This design comes from an exercise in tuning for small area, a short achievable clock period and few clock cycles per item on the open sky130 flow, not from production work.
At most, simulation tests tie the RTL to the original design; equivalence was not proved.
Power and IR drop assume default switching activity.

==> inputs of trial 67 <==
// MatrixMultiplier
module MatrixMultiplier(
input   wire            CLK,
input   wire            NRST,  
input   wire            START,
input   wire    [7:0]   A,
input   wire    [7:0]   B,
output  wire    [16:0]  OUT,
output  wire            OUT_STROBE
);
clock: 5.5 ns
lec_check: 0
cap_margin: 20
core_margin: 2
core_utilization: 40
slew_margin: 20
run.sh (not shown) runs the stock make flow with config.mk's settings and CLKGATE_MAP_FILE= SYNTH_SCRIPT=/design/flow/synth_recipe.tcl, a recipe that flattens the netlist after the stock synthesis.
==> trial 47: changes against trial 67 <==
==> flow/flow/run.sh (new file) <==
#!/bin/bash
# Standard ORFS layout; only the port buffers are the plain buf_1 (sized up by repair as needed)
# instead of the delay-cell buffer buffer_ports picks by default.
set -euo pipefail
bash standard.sh "BUFFER_PORTS_ARGS=-buffer_cell sky130_fd_sc_hd__buf_1" finish > standard_make.log 2>&1
==> flow/standard.sh (new file) <==
#!/bin/bash
# synth_recipe.tcl (not shown) runs the flow's synth.tcl, then flattens the netlist and writes it again
# the make line also repeats each setting of config.mk as NAME=value (left out here)
make -C /OpenROAD-flow-scripts/flow DESIGN_CONFIG=/design/flow/config.mk WORK_HOME=/design/flow/orfs CLKGATE_MAP_FILE= SYNTH_SCRIPT=/design/flow/synth_recipe.tcl "${@:-finish}"
Settings changed: SETUP_SLACK_MARGIN from default to 1.5.
removed: flow/run.sh
==> trial 24: changes against trial 67 <==
Settings changed: SETUP_SLACK_MARGIN from default to 3.0.
==> comparison table <==
Global routing usage on met1: trial 24 25.8%; trial 47 24.4%; trial 67 24.1%
Fraction of power spent switching nets: trial 24 44.3%; trial 47 48.0%; trial 67 43.8%
Worst slack, placed: trial 24 1.03 ns; trial 47 1.34 ns; trial 67 0.983 ns
Sequential Power Share: trial 24 17.9%; trial 47 20.6%; trial 67 18.9%
Clock tree cell share of total cell area: trial 24 1.62%; trial 47 1.58%; trial 67 1.48%
Fraction of area in non-clock buffers: trial 24 12.5%; trial 47 3.87%; trial 67 9.70%
Final layout net count: trial 24 489; trial 47 460; trial 67 460
Vias in the first global route: trial 24 2,591; trial 47 2,368; trial 67 2,349
Metal-1 WL: trial 24 3410 um; trial 47 3210 um; trial 67 3140 um
Final worst path period need: trial 24 3.52 ns; trial 47 3.83 ns; trial 67 4.18 ns
Routed met3 length: trial 24 176 um; trial 47 144 um; trial 67 154 um
Endpoint of the worst register-to-register path: trial 24 U3.st_10_1; trial 47 U3.st_6_0; trial 67 U3.st_6_0
Setup slack, reg-to-reg: trial 24 2.06 ns; trial 47 1.80 ns; trial 67 1.78 ns
Peak clock frequency supported by timing: trial 24 0.284 GHz; trial 47 0.261 GHz; trial 67 0.239 GHz
Maximum fanout along the worst path: trial 24 3; trial 47 8; trial 67 8
Net switching power: trial 24 0.00104 W; trial 47 0.000883 W; trial 67 0.000885 W
Max stage delay cell, worst path: trial 24 fa_1; trial 47 fa_1; trial 67 clkdlybuf4s50_1
Signal buffers: trial 24 64; trial 47 36; trial 67 36
Resize count post-CTS: trial 24 197; trial 47 0; trial 67 0
Outcome: trial 24 no timing/DRC/antenna violations; trial 47 no timing/DRC/antenna violations; trial 67 no timing/DRC/antenna violations
Testbench counts of trial 67, summed over its fixed seeds: cycles 4,800, items 2,400.
Testbench counts of trial 47, summed over its fixed seeds: cycles 4,800, items 2,400.
Testbench counts of trial 24, summed over its fixed seeds: cycles 4,800, items 2,400.

---

==> run C: inputs <==
MatrixMultiplier, a different RTL version from the one above (not shown whole).
Settings: LEC_CHECK=0, CAP_MARGIN=20, CORE_MARGIN=2, CORE_UTILIZATION=40, SETUP_SLACK_MARGIN=2.0, SLEW_MARGIN=20; clock period 5.5 ns.
Stock flow here: none of the scripts above is used.
==> run G: changes against run C <==
Settings changed: SETUP_SLACK_MARGIN 2.0 to default.
==> run summary <==
item                                                                           run C                    run G
Clock skew after layout                                                   0.00792 ns               0.00343 ns
Cell Pwr Density                                                          499 nW/µm²               535 nW/µm²
Period utilization                                                             70.4%                    80.9%
GP Congestion                                                                  0.827                    0.894
Static leakage                                                               1.84 nW                  1.67 nW
Reported combinational group power                                           1.50 mW                  1.44 mW
Total routing resource utilization after global routing                        17.8%                    17.2%
P_int                                                                        1.11 mW                  1.09 mW
Run status                                                   complete, no violations  complete, no violations
Met2 layer wire length in the routed design                                  3160 µm                  2910 µm
Cells resized by post-CTS repair                                                  88                        0
Global-route wire length before repair                                      11900 µm                 11400 µm
WL final                                                                     6820 µm                  6390 µm
Power in the clock group                                                    0.115 mW                 0.116 mW
Fraction of layout instances using a drive strength above 1                    31.0%                    3.75%
No run of this note included a check of the RTL's function; only the layout flow was run.

---

==> try-juniper: inputs <==
MatrixMultiplier with an RTL version that a note above also has.
Design MatrixMultiplier, start of the top module:
module MatrixMultiplier(
input   wire            CLK,
input   wire            NRST,  
input   wire            START,
input   wire    [7:0]   A,
input   wire    [7:0]   B,
output  wire    [16:0]  OUT,
output  wire            OUT_STROBE
);
Settings: LEC_CHECK=0, CAP_MARGIN=20, CORE_MARGIN=2, CORE_UTILIZATION=60, SETUP_SLACK_MARGIN=2.3, SLEW_MARGIN=20; clock period 5.5 ns.
standard.sh (not shown) runs the stock make flow with config.mk's settings and CLKGATE_MAP_FILE= SYNTH_SCRIPT=/design/flow/synth_recipe.tcl, a recipe that flattens the netlist after the stock synthesis.
==> flow/flow/run.sh <==
#!/bin/bash
# Standard ORFS layout with these changes:
#  - after the standard synthesis, flow/fapol.py picks each full adder's polarity (a full
#    adder is self-dual) and swaps single-output gates for their complements, so that few
#    inverters remain between adders;
#  - flow/decomp.py then rebuilds the full adders on the worst paths (by OpenSTA on the
#    netlist) from two XORs and a majority gate, the latest input through one XOR;
#    registers and ports are untouched by both;
#  - the port buffers are buf_1 (sized up by repair as needed) instead of the delay-cell
#    buffer that buffer_ports picks by default.
set -euo pipefail
R=orfs/results/sky130hd/MatrixMultiplier/base
bash standard.sh synth > standard_synth.log 2>&1
cp $R/1_2_yosys.v yosys_netlist_orig.v
python3 flow/fapol.py yosys_netlist_orig.v netlist_fapol.v > fapol.log 2>&1
python3 flow/decomp.py netlist_fapol.v $R/1_2_yosys.v "$FLOW_HOME/platforms/sky130hd" constraint.sdc ${DECOMP_MAX:-20} > decomp.log 2>&1
rm -f $R/1_synth.odb $R/1_synth.sdc
bash standard.sh synth > standard_synth2.log 2>&1
bash standard.sh "BUFFER_PORTS_ARGS=-buffer_cell sky130_fd_sc_hd__buf_1" finish > standard_finish.log 2>&1
Other scripts of this flow, unchanged in this note and not shown: flow/flow/decomp.py, flow/flow/fapol.py
==> inputs of try-delta, as changes to try-juniper <==
- SETUP_SLACK_MARGIN: 2.3 -> 2.0
==> qor summary <==
| quantity | try-delta | try-juniper |
|---|---|---|
| Net switching power | 0.0008846 W | 0.0009195 W |
| DP HPWL | 5.137 mm | 5.155 mm |
| Static Leakage | 1.573 nW | 1.642 nW |
| Power Total | 0.001934 W | 0.001966 W |
| Total area of multi-input combinational cells | 2604 um^2 | 2758 um^2 |
| Metal1 wirelength | 3.240 mm | 3.215 mm |
| Post-layout min period | 3.404 ns | 3.234 ns |
| Number of global-route vias before repair | 2285 | 2399 |
| Arrival @ worst endpoint | 3.58 ns | 3.40 ns |
| First-pass GRT wire length | 11.01 mm | 11.39 mm |
| Area after DPL | 3395 um^2 | 3456 um^2 |
| Switching portion of total power | 0.4575 | 0.4676 |
| Area added between synthesis and finish | 9.609% | 15.27% |
| Final-layout clock-cell area share | 0.02015 | 0.01210 |
| Resize count post-CTS | 4 | 19 |
| Status | no timing/DRC/antenna violations | no timing/DRC/antenna violations |
| Non-clock buffer contribution to total cell area | 0.04878 | 0.06017 |
| Register share of the cell area | 0.1612 | 0.1543 |
| Worst-path fanout max | 8 | 6 |
| GRT met2 Usage | 0.3696 | 0.4174 |
Testbench counts of try-juniper, summed over its fixed seeds: cycles 4,800, items 2,400.
Testbench counts of try-delta, summed over its fixed seeds: cycles 4,800, items 2,400.

---

==> inputs of zinc <==
Starting RTL as in the previous note.
==> flow/config.mk <==
export PLATFORM = sky130hd
export DESIGN_NAME = MatrixMultiplier
export DESIGN_NICKNAME = MatrixMultiplier
export VERILOG_FILES = /design/flow/design.v
export SDC_FILE = /design/flow/constraint.sdc
export NUM_CORES = 4
export LEC_CHECK = 0
export CAP_MARGIN = 20
export CORE_MARGIN = 2
export CORE_UTILIZATION = 40
export SETUP_SLACK_MARGIN = 1.5
export SLEW_MARGIN = 20
==> flow/constraint.sdc <==
create_clock -name core_clock -period 5.5 [get_ports {CLK}]
set_input_delay 1.1000 -clock core_clock [delete_from_list [all_inputs] [get_ports {CLK}]]
set_output_delay 1.1000 -clock core_clock [all_outputs]
set_load 0.01 [all_outputs]
==> flow/flow/run.sh <==
#!/bin/bash
# Standard ORFS layout with two changes:
#  - after the standard synthesis, flow/fapol.py picks each full adder's polarity (a full
#    adder is self-dual) so that fewer inverters sit between adders; registers are untouched;
#  - the port buffers are buf_1 (sized up by repair as needed) instead of the delay-cell
#    buffer that buffer_ports picks by default.
set -euo pipefail
R=orfs/results/sky130hd/MatrixMultiplier/base
bash standard.sh synth > standard_synth.log 2>&1
cp $R/1_2_yosys.v yosys_netlist_orig.v
python3 flow/fapol.py yosys_netlist_orig.v $R/1_2_yosys.v > fapol.log 2>&1
rm -f $R/1_synth.odb $R/1_synth.sdc
bash standard.sh synth > standard_synth2.log 2>&1
bash standard.sh "BUFFER_PORTS_ARGS=-buffer_cell sky130_fd_sc_hd__buf_1" finish > standard_finish.log 2>&1
==> flow/flow/fapol.py <==
#!/usr/bin/env python3
"""Choose the polarity of each full adder in a Yosys netlist so that fewer inverters are needed.

A full adder is self-dual: inverting its three inputs inverts both outputs.  Yosys's
extract_fa picks each adder's polarity from whatever form ABC left the logic in, and puts
an inverter wherever two adders disagree.  This pass flips adders (swapping the nets on
their pins for the opposite-polarity nets) to minimise the inverters, then removes the
inverters left without loads.  Registers, ports and all other cells are untouched.

usage: fapol.py IN.v OUT.v
"""
import re, sys
from collections import defaultdict

src = open(sys.argv[1]).read()
OUTPINS = {'X', 'Y', 'Q', 'Q_N', 'SUM', 'COUT', 'HI', 'LO'}
cell_re = re.compile(r'^(\s*)(sky130_fd_sc_hd__\w+)\s+(\S+)\s*\((.*?)\);\n', re.S | re.M)
pin_re = re.compile(r'\.(\w+)\(\s*(.*?)\s*\)(?=\s*,|\s*$)', re.S)

cells = []   # [type, name, {pin: net}, order]
spans = []
for m in cell_re.finditer(src):
    pins = {}
    order = []
    for pm in pin_re.finditer(m.group(4)):
        pins[pm.group(1)] = pm.group(2).strip()
        order.append(pm.group(1))
    cells.append([m.group(2), m.group(3), pins, order])
    spans.append((m.start(), m.end()))
head = src[:spans[0][0]]
tail = src[spans[-1][1]:]
# port nets
ports = set()
for m in re.finditer(r'^\s*(input|output)\s+(\[(\d+):(\d+)\]\s+)?(\S+);', head, re.M):
    nm = m.group(5)
    if m.group(2):
        hi, lo = int(m.group(3)), int(m.group(4))
        for i in range(min(hi, lo), max(hi, lo) + 1):
            ports.add(f'{nm}[{i}]')
    ports.add(nm)

def is_inv(t): return re.match(r'sky130_fd_sc_hd__(clk)?inv_\d+$', t) is not None
def is_fa(t): return re.match(r'sky130_fd_sc_hd__fa_\d+$', t) is not None

driver = {}
for ci, (t, n, pins, _) in enumerate(cells):
    for p, net in pins.items():
        if p in OUTPINS:
            driver[net] = (ci, p)

def root(net):
    par = 0
    chain = [(net, 0)]
    while net in driver and is_inv(cells[driver[net][0]][0]):
        net = cells[driver[net][0]][2]['A']
        par ^= 1
        chain.append((net, par))
    return net, par

# consumers: (ci, pin) of non-inverter cells
roots = {}
cons = defaultdict(list)   # root -> [(ci, pin, parity)]
chainnets = defaultdict(dict)  # root -> {net: parity}
for ci, (t, n, pins, _) in enumerate(cells):
    for p, net in pins.items():
        if p in OUTPINS:
            continue
        r, par = root(net)
        if is_inv(t):
            continue
        cons[r].append((ci, p, par))
for net in list(driver.keys()) + list(ports):
    r, par = root(net)
    chainnets[r][net] = par
for r in list(cons.keys()):
    chainnets[r][r] = 0

# frozen roots: chain touches a port, or root not driven by a cell
frozen = set()
for r, nets in chainnets.items():
    if r not in driver or any(x in ports for x in nets):
        frozen.add(r)

fas = [ci for ci, c in enumerate(cells) if is_fa(c[0])]
flip = {ci: 0 for ci in fas}
for r in frozen:
    if r in driver and driver[r][0] in flip:
        del flip[driver[r][0]]   # its output polarity is pinned

def produced(r):
    if r in driver and driver[r][0] in flip:
        return flip[driver[r][0]]
    return 0

def root_cost(r):
    needs = set()
    for ci, p, par in cons[r]:
        q = par ^ (flip.get(ci, 0))
        # stored parity par is relative to the original netlist, where r carries r^0
        needs.add(q)
    if r in frozen:
        have = set(chainnets[r].values())
        return len(needs - have) + sum(1 for x, v in chainnets[r].items() if v == 1 and x != r)
    P = produced(r)
    return 1 if (needs - {P}) else 0

rootset = set(cons.keys()) | set(chainnets.keys())
def total():
    return sum(root_cost(r) for r in rootset)

# roots each FA touches
touch = defaultdict(set)
for r in rootset:
    for ci, p, par in cons[r]:
        if ci in flip:
            touch[ci].add(r)
    if r in driver and driver[r][0] in flip:
        touch[driver[r][0]].add(r)

before = total()
improved = True
while improved:
    improved = False
    for ci in flip:
        rs = touch[ci]
        c0 = sum(root_cost(r) for r in rs)
        flip[ci] ^= 1
        c1 = sum(root_cost(r) for r in rs)
        if c1 < c0:
            improved = True
        else:
            flip[ci] ^= 1
after = total()

# rewrite
newcells = []
ninv = [0]
invnet = {}
def get_inv(net):
    if net not in invnet:
        ninv[0] += 1
        nn = f'_fapol_n{ninv[0]}_'
        newcells.append(['sky130_fd_sc_hd__inv_1', f'_fapol_i{ninv[0]}_', {'A': net, 'Y': nn}, ['A', 'Y']])
        invnet[net] = nn
    return invnet[net]

for r in rootset:
    if r in frozen:
        have = {}
        for x, v in chainnets[r].items():
            have.setdefault(v, x)
        for ci, p, par in cons[r]:
            q = par ^ flip.get(ci, 0)
            if q in have:
                cells[ci][2][p] = have[q]
            else:
                cells[ci][2][p] = get_inv(have[1 - q])
        continue
    P = produced(r)
    for ci, p, par in cons[r]:
        q = par ^ flip.get(ci, 0)
        cells[ci][2][p] = r if q == P else get_inv(r)

# drop inverters without loads (repeat for chains)
used = defaultdict(int)
allcells = cells + newcells
dead = set()
while True:
    used = defaultdict(int)
    for k, c in enumerate(allcells):
        if k in dead:
            continue
        for p, net in c[2].items():
            if p not in OUTPINS:
                used[net] += 1
    more = False
    for k, c in enumerate(allcells):
        if k in dead or not is_inv(c[0]):
            continue
        y = c[2]['Y']
        if used[y] == 0 and y not in ports:
            dead.add(k); more = True
    if not more:
        break

kept_inv = sum(1 for k, c in enumerate(allcells) if k not in dead and is_inv(c[0]))
orig_inv = sum(1 for c in cells if is_inv(c[0]))
out = [head]
decl = ''.join(f'  wire {nn};\n' for nn in invnet.values())
out[0] = head.rstrip('\n') + '\n' + decl if decl else head
for k, (t, n, pins, order) in enumerate(allcells):
    if k in dead:
        continue
    body = ',\n'.join(f'    .{p}({pins[p]})' for p in order)
    # keep a space after escaped identifiers
    body = re.sub(r'(\\\S+)\)', r'\1 )', body)
    out.append(f'  {t} {n} (\n{body}\n  );\n')
out.append(tail)
open(sys.argv[2], 'w').write(''.join(out))
print(f'fapol: {len(fas)} full adders, {sum(flip.values())} flipped; inverters {orig_inv} -> {kept_inv} (cost {before} -> {after})', file=sys.stderr)
==> ember: changes against zinc <==
--- a/flow/flow/run.sh
+++ b/flow/flow/run.sh
@@ -1,7 +1,8 @@
 #!/bin/bash
 # Standard ORFS layout with two changes:
 #  - after the standard synthesis, flow/fapol.py picks each full adder's polarity (a full
-#    adder is self-dual) so that fewer inverters sit between adders; registers are untouched;
+#    adder is self-dual) and swaps single-output gates for their complements, so that few
+#    inverters remain between adders; registers are untouched;
 #  - the port buffers are buf_1 (sized up by repair as needed) instead of the delay-cell
 #    buffer that buffer_ports picks by default.
 set -euo pipefail
--- a/flow/flow/fapol.py
+++ b/flow/flow/fapol.py
@@ -40,6 +40,23 @@
     ports.add(nm)
 
 def is_inv(t): return re.match(r'sky130_fd_sc_hd__(clk)?inv_\d+$', t) is not None
+COMP = {}
+for a, b in [('nand2', 'and2'), ('nor2', 'or2'), ('nand3', 'and3'), ('nor3', 'or3'),
+             ('nand4', 'and4'), ('nor4', 'or4'), ('xor2', 'xnor2'), ('a21oi', 'a21o'),
+             ('o21ai', 'o21a'), ('a22oi', 'a22o'), ('o22ai', 'o22a'), ('a211oi', 'a211o'),
+             ('o211ai', 'o211a'), ('a31oi', 'a31o'), ('o31ai', 'o31a'), ('a32oi', 'a32o'),
+             ('nor2b', 'or2b'), ('nand2b', 'and2b'), ('xor3', 'xnor3')]:
+    COMP[a] = b
+    COMP[b] = a
+def outpin(base):
+    if base in ('xor2', 'xor3'):
+        return 'X'
+    if base in ('xnor2', 'xnor3'):
+        return 'X' if base == 'xnor3' else 'Y'
+    return 'Y' if (base.endswith('i') or base.startswith('n')) else 'X'
+def swappable(t):
+    m = re.match(r'sky130_fd_sc_hd__(\w+?)_(\d+)$', t)
+    return m is not None and m.group(1) in COMP
 def is_fa(t): return re.match(r'sky130_fd_sc_hd__fa_\d+$', t) is not None
 
 driver = {}
@@ -101,6 +118,8 @@
     if r in frozen:
         have = set(chainnets[r].values())
         return len(needs - have) + sum(1 for x, v in chainnets[r].items() if v == 1 and x != r)
+    if r in driver and swappable(cells[driver[r][0]][0]) and r not in ports:
+        return 1 if len(needs) > 1 else 0
     P = produced(r)
     return 1 if (needs - {P}) else 0
 
@@ -118,6 +137,42 @@
         touch[driver[r][0]].add(r)
 
 before = total()
+# start from a 2-colouring of the adder-to-adder connections: flip[X] ^ flip[Y] should equal
+# the parity of the inverter chain between them (then that link needs no inverter)
+adj = defaultdict(list)
+for r in rootset:
+    if r in driver and driver[r][0] in flip:
+        x = driver[r][0]
+        for ci, p, par in cons[r]:
+            if ci in flip:
+                adj[x].append((ci, par))
+                adj[ci].append((x, par))
+seen = {}
+comps = []
+for s0 in flip:
+    if s0 in seen:
+        continue
+    seen[s0] = 0
+    comp = [s0]
+    stack = [s0]
+    while stack:
+        x = stack.pop()
+        for y, par in adj[x]:
+            if y not in seen:
+                seen[y] = seen[x] ^ par
+                comp.append(y)
+                stack.append(y)
+    comps.append(comp)
+for comp in comps:
+    best = None
+    for g in (0, 1):
+        for x in comp:
+            flip[x] = seen[x] ^ g
+        c = total()
+        if best is None or c < best[0]:
+            best = (c, g)
+    for x in comp:
+        flip[x] = seen[x] ^ best[1]
 improved = True
 while improved:
     improved = False
@@ -134,6 +189,7 @@
 
 # rewrite
 newcells = []
+swapped = [0]
 ninv = [0]
 invnet = {}
 def get_inv(net):
@@ -157,6 +213,18 @@
                 cells[ci][2][p] = get_inv(have[1 - q])
         continue
     P = produced(r)
+    needs = set(par ^ flip.get(ci, 0) for ci, p, par in cons[r])
+    if r in driver and swappable(cells[driver[r][0]][0]) and needs == {1}:
+        dc = cells[driver[r][0]]
+        m = re.match(r'sky130_fd_sc_hd__(\w+?)_(\d+)$', dc[0])
+        base = m.group(1); nb = COMP[base]
+        op, np_ = outpin(base), outpin(nb)
+        assert dc[2][op] == r
+        dc[0] = f'sky130_fd_sc_hd__{nb}_1'
+        del dc[2][op]; dc[2][np_] = r
+        dc[3] = [np_ if x == op else x for x in dc[3]]
+        swapped[0] += 1
+        P = 1
     for ci, p, par in cons[r]:
         q = par ^ flip.get(ci, 0)
         cells[ci][2][p] = r if q == P else get_inv(r)
@@ -197,4 +265,4 @@
     out.append(f'  {t} {n} (\n{body}\n  );\n')
 out.append(tail)
 open(sys.argv[2], 'w').write(''.join(out))
-print(f'fapol: {len(fas)} full adders, {sum(flip.values())} flipped; inverters {orig_inv} -> {kept_inv} (cost {before} -> {after})', file=sys.stderr)
+print(f'fapol: {len(fas)} full adders, {sum(flip.values())} flipped, {swapped[0]} gates swapped; inverters {orig_inv} -> {kept_inv} (cost {before} -> {after})', file=sys.stderr)
CORE_UTILIZATION = 75   (was 40)
SETUP_SLACK_MARGIN = 2.0   (was 1.5)
==> comparison <==
zinc finished with timing, DRC and antenna clean. ember ran to the end with no violations. Between ember and zinc, the lower register-to-register slack is in zinc (gap 290 ps). Of zinc and ember, zinc has the higher hold slack (gap 11 ps). Die area: zinc is larger than ember (84%). In ember the combinational power is higher than in zinc, by about 3%. Cell count: ember is lower than zinc (17%). Critical path depth: ember is lower than zinc (1). Synthesized area: zinc is higher than ember (1.3%).
Testbench counts of zinc, summed over its fixed seeds: cycles 4,800, items 2,400.
Testbench counts of ember, summed over its fixed seeds: cycles 4,800, items 2,400.

[static timing again, ports no longer ideal]
In the flow no input, the clock included, has a driving cell. The finished layouts below were timed again as built, in two steps.
Step 1 (the two cells are an assumption about what drives the block):
set clk [get_ports {CLK}]
set_driving_cell -lib_cell sky130_fd_sc_hd__clkbuf_16 $clk
set_driving_cell -lib_cell sky130_fd_sc_hd__buf_2 [delete_from_list [all_inputs] $clk]
Step 2 also shifts input and output timing later by t, the mid clock arrival at the registers, as if the neighbouring blocks saw the same clock.
Three values: ideal, step 1, step 2; two values: the first two.
run	t, ns	setup WS [ns]	worst hold slack (ns)
trial 67	0.310	1.324 / 1.329 / 1.019	0.569 / 0.569 / 0.569
trial 47	0.305	1.675 / 1.680 / 1.375	0.564 / 0.564 / 0.564
trial 24	0.312	1.978 / 1.976 / 1.664	0.612 / 0.612 / 0.612
run C	0.299	1.630 / 1.626 / 1.327	0.598 / 0.598 / 0.598
run G	0.308	1.051 / 1.059 / 0.751	0.573 / 0.573 / 0.573
try-juniper	0.304	2.266 / 2.262 / 1.958	0.584 / 0.579 / 0.604
try-delta	0.308	2.096 / 2.099 / 1.790	0.578 / 0.574 / 0.631
zinc	0.305	1.659 / 1.669 / 1.364	0.589 / 0.581 / 0.612
ember	0.304	1.973 / 1.974 / 1.669	0.578 / 0.578 / 0.604
After both steps every run listed still meets setup and hold. For trial 24, which loses most, drivers alone change the setup slack by -0.002 ns; drivers and shift together by -0.314 ns.
